This design comes from an exercise in tuning for small area and a short achievable clock period on the open sky130 flow, not from production work.
At most, simulation tests tie the RTL to the original design; equivalence was not proved.
Only the layout flow was run in runs 2 and 3; the RTL was not checked for function there.

==> flow/design.v (outline; a module is shown in full before it is edited, if it fits) <==
// module PE: 1558 lines
module PE#(
    parameter d_width = 32,
    parameter a_width = 8,
    parameter iact_size =  5,
    parameter kernel_size = 3
)
(
    input start,
    input clk, rst_n,
    input [d_width -1 : 0] weight,
    input [d_width -1 : 0] iact,
    output reg load_weight,
    output reg load_iact,
    output reg done,
    output reg [d_width -1 : 0] pe_out
);
  // ...
==> flow/flow/run.sh <==
#!/bin/bash
# Layout flow: the standard layout (standard.sh) with these changes:
#  - the port buffers are buf_4 cells instead of the cell buffer_ports picks;
#  - timing repair aims at 6.9 ns of setup slack at the 10 ns clock, and
#    may only resize cells and swap pins (no buffers, no cloning).
set -euo pipefail
cat >> config.mk <<'EOC'
export BUFFER_PORTS_ARGS = -buffer_cell sky130_fd_sc_hd__buf_4
export SETUP_SLACK_MARGIN = 6.9
export SETUP_MOVE_SEQUENCE = sizeup,swap
EOC
bash standard.sh > standard.log 2>&1
==> flow/standard.sh <==
#!/bin/bash
# synth_recipe.tcl (not shown) runs the flow's synth.tcl, then flattens the netlist and writes it again
# the make line also repeats each setting of config.mk as NAME=value (left out here)
make -C /OpenROAD-flow-scripts/flow DESIGN_CONFIG=/design/flow/config.mk WORK_HOME=/design/flow/orfs CLKGATE_MAP_FILE= SYNTH_SCRIPT=/design/flow/synth_recipe.tcl "${@:-finish}"
==> flow/config.mk <==
export PLATFORM = sky130hd
export DESIGN_NAME = PE
export DESIGN_NICKNAME = PE
export VERILOG_FILES = /design/flow/design.v
export SDC_FILE = /design/flow/constraint.sdc
export NUM_CORES = 4
export LEC_CHECK = 0
export CAP_MARGIN = 20
export CORE_MARGIN = 2
export CORE_UTILIZATION = 60
export CTS_BUF_LIST = sky130_fd_sc_hd__clkbuf_16
export CTS_CLUSTER_DIAMETER = 100
export CTS_CLUSTER_SIZE = 32
export SLEW_MARGIN = 20
export TNS_END_PERCENT = 30
export BUFFER_PORTS_ARGS = -buffer_cell sky130_fd_sc_hd__buf_4
export SETUP_SLACK_MARGIN = 6.9
export SETUP_MOVE_SEQUENCE = sizeup,swap
==> flow/constraint.sdc <==
create_clock -name core_clock -period 10.0 [get_ports {clk}]
set_input_delay 2.0000 -clock core_clock [delete_from_list [all_inputs] [get_ports {clk}]]
set_output_delay 2.0000 -clock core_clock [all_outputs]
set_load 0.01 [all_outputs]
==> out/metrics.csv, run 1 <==
stage;metric;value;unit
layout;invs w/o clock;60;
logic_synthesis;Synth warnings;1;
layout;multi-input gates;2076;
logic_synthesis;top-count cell post-synth;xnor2_1;
critical_path;worst-path fanout max;4;
layout;fill cell count;3702;
placement;Port Buffers;101;
logic_synthesis;Simple-Gate Fraction of Synth Area;0.07048;
run_status;run status;no timing/DRC/antenna violations;
logic_synthesis;EDFF count, synth;0;
floorplan;# rows;77;
hold_path;Worst Hold Class;flop to flop;
timing;endpoints failing setup;0;
critical_path;flop2flop setup slack;6.80;ns
grt;vias in the first global route;19220;
timing;RSZ-0062 raised after global routing;yes;
logic_synthesis;Netlist cell types;61;
grt;global routing usage on met1;0.3903;
critical_path;CP arrival;3.67;ns
placement;HPWL Detailed;46.11;mm
logic_synthesis;top-area cell type share of the netlist area;0.2986;
critical_path;FF-to-FF Start;acc0_s[17];
critical_path;top cell family by delay on the critical path;compound AO/OA/AOI/OAI gates;
logic_synthesis;Main synth FF type;dfxtp_1;
floorplan;Ports;102;
layout;final instance area;28910;sq um
logic_synthesis;Post-Syn Area;26680;sq um
grt;GRT met3 Usage;0.03369;
logic_synthesis;Seq/Total Area, Yosys;0.3417;
clocking;TritonCTS clock tree;yes;
layout;area of the multi-input gates;16930;sq um
critical_path;startpoint types;flop;
grt;largest net degree at the start of global routing;65;
==> run 2: changes to the inputs <==
--- a/flow/design.v
+++ b/flow/design.v
@@ -21,27 +21,26 @@
         if (!rst_n) cnt <= 5'd0;
         else cnt <= nc;
     reg ld_i;    
     reg ld_w;    
     reg clr;     
     reg tap4;    
     reg hold;    
     reg outp;    
+    always @(posedge clk) begin
+        ld_i <= (nc >= 5'd1) && (nc <= 5'd5);
+        ld_w <= (nc >= 5'd7) && (nc <= 5'd9);
+        clr  <= (nc == 5'd9) || (nc == 5'd14) || (nc == 5'd18);
+        tap4 <= (nc == 5'd14) || (nc == 5'd18) || (nc == 5'd19) || (nc == 5'd20);
+        hold <= (nc == 5'd12);
+    end
     always @(posedge clk or negedge rst_n)
-        if (!rst_n) begin
-            ld_i <= 1'b0; ld_w <= 1'b0; clr <= 1'b0; tap4 <= 1'b0; hold <= 1'b0; outp <= 1'b0;
-        end else begin
-            ld_i <= (nc >= 5'd1) && (nc <= 5'd5);
-            ld_w <= (nc >= 5'd7) && (nc <= 5'd9);
-            clr  <= (nc == 5'd9) || (nc == 5'd14) || (nc == 5'd18);
-            tap4 <= (nc == 5'd14) || (nc == 5'd18) || (nc == 5'd19) || (nc == 5'd20);
-            hold <= (nc == 5'd12);
-            outp <= (nc == 5'd14) || (nc == 5'd18) || (nc == 5'd22);
-        end
+        if (!rst_n) outp <= 1'b0;
+        else outp <= (nc == 5'd14) || (nc == 5'd18) || (nc == 5'd22);
     reg [31:0] r0, r1, r2, r3, r4;
     reg [31:0] w0, w1, w2;
     always @(posedge clk) begin
         r0 <= r1; r1 <= r2; r2 <= r3; r3 <= r4; r4 <= ld_i ? iact : r0;
         w0 <= w1; w1 <= w2; w2 <= ld_w ? weight : w0;
     end
     wire [31:0] a = w0;
     wire [32:0] bx = {tap4 ? r0 : r2, 1'b0};
==> flow/flow/run.sh (replaced) <==
#!/bin/bash
# Layout flow: the standard layout (standard.sh) with these changes:
#  - the port buffers are buf_2 cells instead of the cell buffer_ports picks;
#  - timing repair aims at 6.8 ns of setup slack at the 10 ns clock, and
#    may only resize cells and swap pins (no buffers, no cloning).
set -euo pipefail
cat >> config.mk <<'EOC'
export BUFFER_PORTS_ARGS = -buffer_cell sky130_fd_sc_hd__buf_2
export SETUP_SLACK_MARGIN = 6.8
export SETUP_MOVE_SEQUENCE = sizeup,swap
EOC
bash standard.sh > standard.log 2>&1
==> flow/config.mk (replaced) <==
export PLATFORM = sky130hd
export DESIGN_NAME = PE
export DESIGN_NICKNAME = PE
export VERILOG_FILES = /design/flow/design.v
export SDC_FILE = /design/flow/constraint.sdc
export NUM_CORES = 4
export LEC_CHECK = 0
export CAP_MARGIN = 20
export CORE_MARGIN = 2
export CORE_UTILIZATION = 60
export CTS_BUF_LIST = sky130_fd_sc_hd__clkbuf_16
export CTS_CLUSTER_DIAMETER = 60
export CTS_CLUSTER_SIZE = 30
export SLEW_MARGIN = 20
export BUFFER_PORTS_ARGS = -buffer_cell sky130_fd_sc_hd__buf_2
export SETUP_SLACK_MARGIN = 6.8
export SETUP_MOVE_SEQUENCE = sizeup,swap
==> run 2 against run 1 <==
  * Wire length increased by 2.0%
  * Clock-buffer cell count grew 17
  * Worst hold slack gained 0.0063 ns
  * Clock skew increased by 0.017 ns
  * Area after synthesis about the same
  * Sequential share of layout area is 0.30 points lower
  * Global-route usage grew 0.49 points
  * Via count increased by 0.69%
==> out/metrics.csv, run 2 <==
stage;metric;value;unit;change
timing;Worst-Margin Slew;1.149;ns;was 1.039 ns
drt;DR DRC count;0;;unchanged
floorplan;# rows;77;;unchanged
layout;most frequent cells in the layout;xnor2_1 (634), dfxtp_1 (367), a22oi_1 (251), nor2_1 (180), maj3_1 (172);;was xnor2_1 (626), dfxtp_1 (362), a22oi_1 (248), nor2_1 (178), maj3_1 (168)
critical_path;WP data required;10.44;ns;was 10.48 ns
clocking;root buf cell;clkbuf_16;;unchanged
timing;Hold Violations, Final;0;;unchanged
critical_path;crit end category;flop;;unchanged
drt;First-pass DRT Iterations;6;;unchanged
critical_path;startpoint types;flop;;unchanged
timing;Max Fclk;0.3068;GHz;was 0.3127 GHz
logic_synthesis;area leader, netlist;dfxtp_1;;unchanged
drt;total wire length;66.41;mm;was 65.11 mm
critical_path;CP arrival;3.70;ns;was 3.67 ns
timing;endpoints failing setup;0;;unchanged
grt;gr ovfl total;0;;unchanged
layout;layout cells sized above 1;0.1362;;was 0.1367
grt;initial antenna violation count;1;;was 0
clocking;CTS Buf Count;36;;was 20
drt;via/cell ratio;5.768;;was 5.783
logic_synthesis;Synth area leaders;dfxtp_1 (30%), xnor2_1 (22%), a22oi_1 (7.1%);;unchanged
hold_path;Worst Hold Class;flop to flop;;unchanged
critical_path;CP bufs+invs;0;;unchanged
logic_synthesis;ys async rst share;0.09234;;was 0.1036
timing;RSZ-0062 raised after global routing;yes;;unchanged
placement;GPL Wtd Cong;0.8986;;was 0.8549
logic_synthesis;Netlist cell types;61;;unchanged
critical_path;top cell family by delay on the critical path;adder cells;;was compound AO/OA/AOI/OAI gates
floorplan;Die H;214.8;microns;was 214.9 microns
timing;min Tclk post-route;3.259;ns;was 3.197 ns
floorplan;Ports;102;;unchanged
drt;Antenna Nets Post-Route;0;;unchanged
logic_synthesis;top-area cell type share of the netlist area;0.3026;;was 0.2986
logic_synthesis;Seq/Total Area, Yosys;0.3411;;was 0.3417
logic_synthesis;Commonest cells post-synth;xnor2_1 (656), dfxtp_1 (403), a22oi_1 (252);;was xnor2_1 (656), dfxtp_1 (398), a22oi_1 (252)
placement;HPWL Detailed;46.18;mm;was 46.11 mm
clocking;hold buffer count at cts;0;;unchanged
layout;Final Net Count;2886;;was 2874
flow_run;Max-Cap Viols;0;;unchanged
logic_synthesis;top-count cell post-synth;xnor2_1;;unchanged
critical_path;most used cell, CP;xnor2_1;;
floorplan;Core Box Area;44030;sq um;unchanged
clocking;clock latency on the worst-skew pair;0.59;ns;was 0.58 ns
timing;Setup Skew;0.04889;ns;was 0.03141 ns
logic_synthesis;Main synth FF type;dfxtp_1;;unchanged
drt;detailed-route via count;19467;;was 19334
layout;P&R area growth vs syn;9.030;%;was 8.342%
run_status;run status;no timing/DRC/antenna violations;;unchanged
clocking;clock buffer depth;3;;unchanged
logic_synthesis;Cells after Synth;2764;;unchanged
logic_synthesis;FF+latch count, synth;444;;unchanged
critical_path;worst-path fanout max;32;;was 4
floorplan;Die X-Extent;214.8;microns;was 214.9 microns
timing;Slew headroom;0.2341;;was 0.3000
floorplan;Initial Utilization;0.6055;;was 0.6060
floorplan;die area;46130;sq um;was 46180 sq um
layout;most common cell after layout, fill and taps aside;xnor2_1;;unchanged
timing;period utilization;0.3259;;was 0.3197
timing;Fin Setup TNS;0;ns;unchanged
clocking;clock slew at reported path FFs;0.10;ns;was 0.12 ns
logic_synthesis;Avg Cell Area, Syn;9.645;sq um;was 9.654 sq um
clocking;post-CTS setup buffer count;0;;unchanged
logic_synthesis;Synth warnings;1;;unchanged
grt;Tot GR Track Use;0.2843;;was 0.2794
grt;largest net degree at the start of global routing;66;;was 65
logic_synthesis;EDFF count, synth;0;;unchanged
grt;first-pass GRT wire length;105.0;mm;was 104.4 mm
critical_path;crit-path max cell delay;0.80;ns;was 0.37 ns
grt;vias in the first global route;19353;;was 19220
clocking;TritonCTS clock tree;yes;;unchanged
critical_path;crit path kind;flop to flop;;unchanged
logic_synthesis;Post-Syn Area;26660;sq um;was 26680 sq um
placement;Port Buffers;101;;unchanged
critical_path;CP Cell Sequence;xnor2_1 -> maj3_1 -> maj3_1 -> xnor2_1 -> xnor2_1 -> xnor2_1 -> xor2_1 -> ha_1 -> nor2b_1;;was xnor2_4 -> xnor2_4 -> mux2_4 -> ha_1 -> a21o_1 -> a21o_1 -> a21oi_2 -> o21ai_2 -> a221oi_2 -> a21bo_4 -> a31oi_4 -> o21bai_1 -> and3_1 -> nor4_2
clocking;CTS sink cnt;444;;unchanged
logic_synthesis;Synth Net Count;2894;;unchanged
drt;WL/cell;19.68;microns;was 19.48 microns
critical_path;slowest stage cell, crit path;dfxtp_4;;was dfxtp_2
layout;# diodes;0;;unchanged
drt;initial DRC count;1337;;was 1521
timing;Pins Over Slew Limit;0;;unchanged
clocking;H-Tree Depth;2;;was 1
## run 2: changes by cell type in the layout (fill, tap and decap cells not counted), moves of 4 or more
cell       previous run  this run
buf_2                 0       101
buf_4               121        26
buf_6                15        10
clkbuf_16            21        38
clkinv_16             1         5
dfrtp_1              44        40
dfxtp_1             362       367
dfxtp_2              26        31
dfxtp_4              10         5
inv_1                61        65
maj3_1              168       172
maj3_2               14        10
xnor2_1             626       634
xnor2_2              30        23
## run 2: worst reg2reg max path, stage by stage (launching register included)
cell and delay (ns):
dfxtp_4 0.80, xnor2_1 0.27, maj3_1 0.44, maj3_1 0.41, xnor2_1 0.22, xnor2_1 0.12
xnor2_1 0.27, xor2_1 0.19, ha_1 0.25, nor2b_1 0.12
## run 2: timing repair
action / 4_1_cts / 5_1_grt
pin swaps: 15 / 12
endpoints found under the setup margin: 35 / 40
resized for setup: 51 / 44
## run 2: through the flow
step	instance area (sq um)	setup WS [ns]	utilization	hold WS, ns	cells
floorplan	26710	6.828	-	0.3096	2764
global placement	27370	6.444	0.6215	0.3095	3310
detailed placement	27370	6.453	0.6215	0.3121	3310
CTS	28840	6.762	0.6550	0.3183	3375
global route	29070	6.586	0.6601	0.3204	3375
finish	29070	6.741	0.6601	0.3140	3375
## run 2: final timing paths
path / slack (ns) / endpoint / startpoint / cells past startpoint
worst min-delay path: 0.31 / r3[9] / r4[9] / 0
worst max register to register: 6.74 / acc0_s[28] / neg[0] / 9
max in group asynchronous: 7.78 / outp / rst_n / 1
worst min register to register: 0.31 / r3[9] / r4[9] / 0
min in group asynchronous: 1.57 / load_iact / rst_n / 1
worst max-delay path: 6.74 / acc0_s[28] / neg[0] / 9
## run 2: cells by family after synthesis
logic type,count (synthesis),synth area share
and+or+nand+nor,424,0.07054
xor gates and xnor gates,827,0.2782
DFF,444,0.3411
muxes,133,0.05379
AOI/OAI and AO/OA,447,0.1158
adders and majority gates,245,0.09908
buffers and inverters,244,0.04140
## run 2: final cells by class
cell class / instances / area, sq um
Multi-Input combinational cell: 2076 / 16800
Fill cell: 3709 / 14960
Sequential cell: 444 / 9153
Clock buffer: 38 / 950.9
Timing Repair Buffer: 138 / 828.3
Tap cell: 592 / 740.7
Clock inverter: 27 / 365.4
Inverter: 60 / 225.2
## run 2: layer usage
metal  vias to the layer above  track usage  part of all wire
met1                      9387       0.3873              0.45
met5                         -            0                 0
met2                       616       0.4593              0.46
li1                       9327            -                 -
met3                       137      0.04501             0.066
met4                         0      0.09676             0.028
==> run 3: changes to the inputs <==
--- a/flow/config.mk
+++ b/flow/config.mk
@@ -10,6 +10,6 @@
 export CORE_UTILIZATION = 60
 export CTS_BUF_LIST = sky130_fd_sc_hd__clkbuf_16
-export CTS_CLUSTER_DIAMETER = 60
-export CTS_CLUSTER_SIZE = 30
+export CTS_CLUSTER_DIAMETER = 100
+export CTS_CLUSTER_SIZE = 32
 export SLEW_MARGIN = 20
 export BUFFER_PORTS_ARGS = -buffer_cell sky130_fd_sc_hd__buf_2
==> run 3 against run 2 <==
  * Critical path type unchanged
  * Wire length down 0.72%
  * Cell count down 1.2%
  * Largest cell class unchanged
  * Clock-buffer cell count down 18
  * Maximum frequency up 0.73%
  * Flip-flop and latch count unchanged
  * Clock skew down 0.023 ns
==> out/metrics.csv, run 3 <==
stage;metric;value;unit;change
clocking;CTS sink cnt;444;;unchanged
timing;endpoints failing setup;0;;unchanged
placement;Port Buffers;101;;unchanged
floorplan;Die X-Extent;214.8;microns;unchanged
grt;vias in the first global route;19096;;was 19353
placement;HPWL Detailed;46.18;mm;unchanged
logic_synthesis;Commonest cells post-synth;xnor2_1 (656), dfxtp_1 (403), a22oi_1 (252);;unchanged
critical_path;reg2reg path depth;10;;was 9
grt;initial antenna violation count;1;;unchanged
clocking;CTS Buf Count;18;;was 36
critical_path;slowest stage cell, crit path;dfxtp_4;;unchanged
critical_path;worst-path fanout max;32;;unchanged
logic_synthesis;EDFF count, synth;0;;unchanged
run_status;run status;no timing/DRC/antenna violations;;unchanged
drt;total wire length;65.93;mm;was 66.41 mm
clocking;root buf cell;clkbuf_16;;unchanged
grt;first-pass GRT wire length;104.1;mm;was 105.0 mm
clocking;clock latency on the worst-skew pair;0.57;ns;was 0.59 ns
critical_path;crit path kind;flop to flop;;unchanged
timing;Max Fclk;0.3091;GHz;was 0.3068 GHz
clocking;clock buffer depth;3;;unchanged
layout;# diodes;0;;unchanged
critical_path;RR Endpoint;acc0_s[29];;was acc0_s[28]
flow_run;Max-Cap Viols;0;;unchanged
grt;largest net degree at the start of global routing;66;;unchanged
floorplan;Core Box Area;44030;sq um;unchanged
grt;Tot GR Track Use;0.2801;;was 0.2843
critical_path;most used cell, CP;xnor2_2;;was xnor2_1
floorplan;Initial Utilization;0.6055;;unchanged
drt;initial DRC count;1390;;was 1337
critical_path;CP Cell Sequence;xnor2_4 -> xor2_2 -> xnor2_2 -> xnor2_2 -> xnor3_2 -> xor2_2 -> xnor2_2 -> xor2_1 -> ha_2 -> nor2b_1;;was xnor2_1 -> maj3_1 -> maj3_1 -> xnor2_1 -> xnor2_1 -> xnor2_1 -> xor2_1 -> ha_1 -> nor2b_1
logic_synthesis;Synth warnings;1;;unchanged
timing;Fin Setup TNS;0;ns;unchanged
logic_synthesis;Avg Cell Area, Syn;9.645;sq um;unchanged
layout;most common cell after layout, fill and taps aside;xnor2_1;;unchanged
critical_path;flop2flop setup slack;6.76;ns;was 6.74 ns
timing;Slew headroom;0.2425;;was 0.2341
timing;Setup Skew;0.02574;ns;was 0.04889 ns
logic_synthesis;ys async rst share;0.09234;;unchanged
logic_synthesis;FF+latch count, synth;444;;unchanged
critical_path;FF-to-FF Start;neg[0];;unchanged
layout;P&R area growth vs syn;6.322;%;was 9.030%
logic_synthesis;Netlist cell types;61;;unchanged
critical_path;CP arrival;3.67;ns;was 3.70 ns
timing;Worst-Margin Slew;1.136;ns;was 1.149 ns
layout;final instance area;28340;sq um;was 29070 sq um
timing;Hold Violations, Final;0;;unchanged
critical_path;WP data required;10.44;ns;about the same
logic_synthesis;Main synth FF type;dfxtp_1;;unchanged
layout;layout cells sized above 1;0.1268;;was 0.1362
logic_synthesis;Cells after Synth;2764;;unchanged
critical_path;crit-path max cell delay;0.83;ns;was 0.80 ns
drt;First-pass DRT Iterations;6;;unchanged
hold_path;Worst Hold Class;flop to flop;;unchanged
logic_synthesis;Post-Syn Area;26660;sq um;unchanged
layout;most frequent cells in the layout;xnor2_1 (635), dfxtp_1 (368), a22oi_1 (250), nor2_1 (180), maj3_1 (171);;was xnor2_1 (634), dfxtp_1 (367), a22oi_1 (251), nor2_1 (180), maj3_1 (172)
critical_path;startpoint types;flop;;unchanged
layout;Final Net Count;2868;;was 2886
hold_path;HP Start;w1[19];;was r4[9]
logic_synthesis;area leader, netlist;dfxtp_1;;unchanged
floorplan;Ports;102;;unchanged
clocking;TritonCTS clock tree;yes;;unchanged
logic_synthesis;Synth area leaders;dfxtp_1 (30%), xnor2_1 (22%), a22oi_1 (7.1%);;unchanged
hold_path;Hold Path Depth;0;;unchanged
logic_synthesis;top-area cell type share of the netlist area;0.3026;;unchanged
clocking;H-Tree Depth;1;;was 2
clocking;clock slew at reported path FFs;0.12;ns;was 0.10 ns
logic_synthesis;Synth Net Count;2894;;unchanged
drt;Antenna Nets Post-Route;0;;unchanged
logic_synthesis;top-count cell post-synth;xnor2_1;;unchanged
floorplan;# rows;77;;unchanged
timing;min Tclk post-route;3.235;ns;was 3.259 ns
drt;via/cell ratio;5.798;;was 5.768
hold_path;Worst Hold End;w0[19];;was r3[9]
timing;period utilization;0.3235;;was 0.3259
placement;GPL Wtd Cong;0.8986;;unchanged
drt;WL/cell;19.76;microns;was 19.68 microns
critical_path;CP bufs+invs;0;;unchanged
drt;DR DRC count;0;;unchanged
placement;Placed Area;27370;sq um;unchanged
floorplan;die area;46130;sq um;unchanged
critical_path;crit end category;flop;;unchanged
grt;gr ovfl total;0;;unchanged
logic_synthesis;Seq/Total Area, Yosys;0.3411;;unchanged
timing;RSZ-0062 raised after global routing;yes;;unchanged
timing;Pins Over Slew Limit;0;;unchanged
clocking;post-CTS setup buffer count;0;;unchanged
drt;detailed-route via count;19343;;was 19467
critical_path;top cell family by delay on the critical path;XOR/XNOR gates;;was adder cells
floorplan;Die H;214.8;microns;unchanged
## run 3: how the worst max path moves through the flow
| stage | slack [ns] | cells past startpoint | start | endpoint |
|---|---|---|---|---|
| 2_1_floorplan | 6.83 | 14 | acc0_s[18] | pe_out[30] |
| 3_3_place_gp | 6.44 | 9 | neg[0] | acc0_s[29] |
| 3_5_place_dp | 6.45 | 9 | neg[0] | acc0_s[29] |
| 4_1_cts | 6.78 | 11 | one[0] | acc0_s[29] |
| 5_1_grt | 6.61 | 10 | neg[0] | acc0_s[29] |
| 6_report | 6.76 | 10 | neg[0] | acc0_s[29] |
## run 3: final cells by class
class | instances | area, sq um
Inverter | 60 | 225.2
Clock inverter | 6 | 68.82
Timing Repair Buffer | 138 | 818.3
Sequential cell | 444 | 9154
Fill cell | 3779 | 15690
Clock buffer | 20 | 500.5
Multi-Input combinational cell | 2076 | 16840
Tap cell | 592 | 740.7
## run 3: cell families after synthesis
group,Yosys count,share of synthesized area
xor gates and xnor gates,827,0.2782
AOI/OAI and AO/OA,447,0.1158
DFF,444,0.3411
and+or+nand+nor,424,0.07054
adders and majority gates,245,0.09908
buffers and inverters,244,0.04140
muxes,133,0.05379
## run 3: per-stage QoR
step	utilization	worst slack [ns]	instances	hold WS [ns]
floorplan	-	6.828	2764	0.3096
global placement	0.6215	6.444	3310	0.3095
detailed placement	0.6215	6.453	3310	0.3121
CTS	0.6370	6.776	3336	0.3011
global route	0.6438	6.611	3336	0.3205
finish	0.6438	6.765	3336	0.3102
## run 3: what timing repair did
action / CTS / global route
endpoints found under the setup margin: 31 / 39
pin swaps: 12 / 13
hold buffers: 0 / 0
resized for setup: 45 / 53
## run 3: routing by layer
layer	part of all wire	GRT usage	up-vias
li1	-	-	9273
met1	0.45	0.3877	9337
met2	0.46	0.4626	622
met3	0.063	0.02930	111
met4	0.025	0.08287	0
met5	0	0	-

[afterwards: timing with drivers on the ports]
No port has a modelled driver above. Below, the same layouts with a new extraction and two added sets of constraints.
Step 1: set_driving_cell puts a clkbuf_16 on clk and a buf_2 on each other input, an assumption about the parent block.
Step 2 adds t to the input delays and takes it off the output delays; t is the mean of the earliest and latest rising clock arrival at the registers after step 1. Input paths then give back, and output paths get back, about the clock's delay inside the block.
Three values: ideal, step 1, step 2; two values: the first two.
| run | t (ns) | setup slack, ns | worst slew at a driven data input, ns |
|---|---|---|---|
| run 1 | 0.611 | 6.803 / 6.790 / 6.803 | 0.05 |
| run 2 | 0.629 | 6.741 / 6.741 / 6.564 | 0.06 |
| run 3 | 0.617 | 6.765 / 6.765 / 6.581 | 0.07 |
After both steps every run listed still meets setup and hold. For run 3, which loses most, drivers alone change the setup slack by 0.000 ns; drivers and shift together by -0.184 ns.
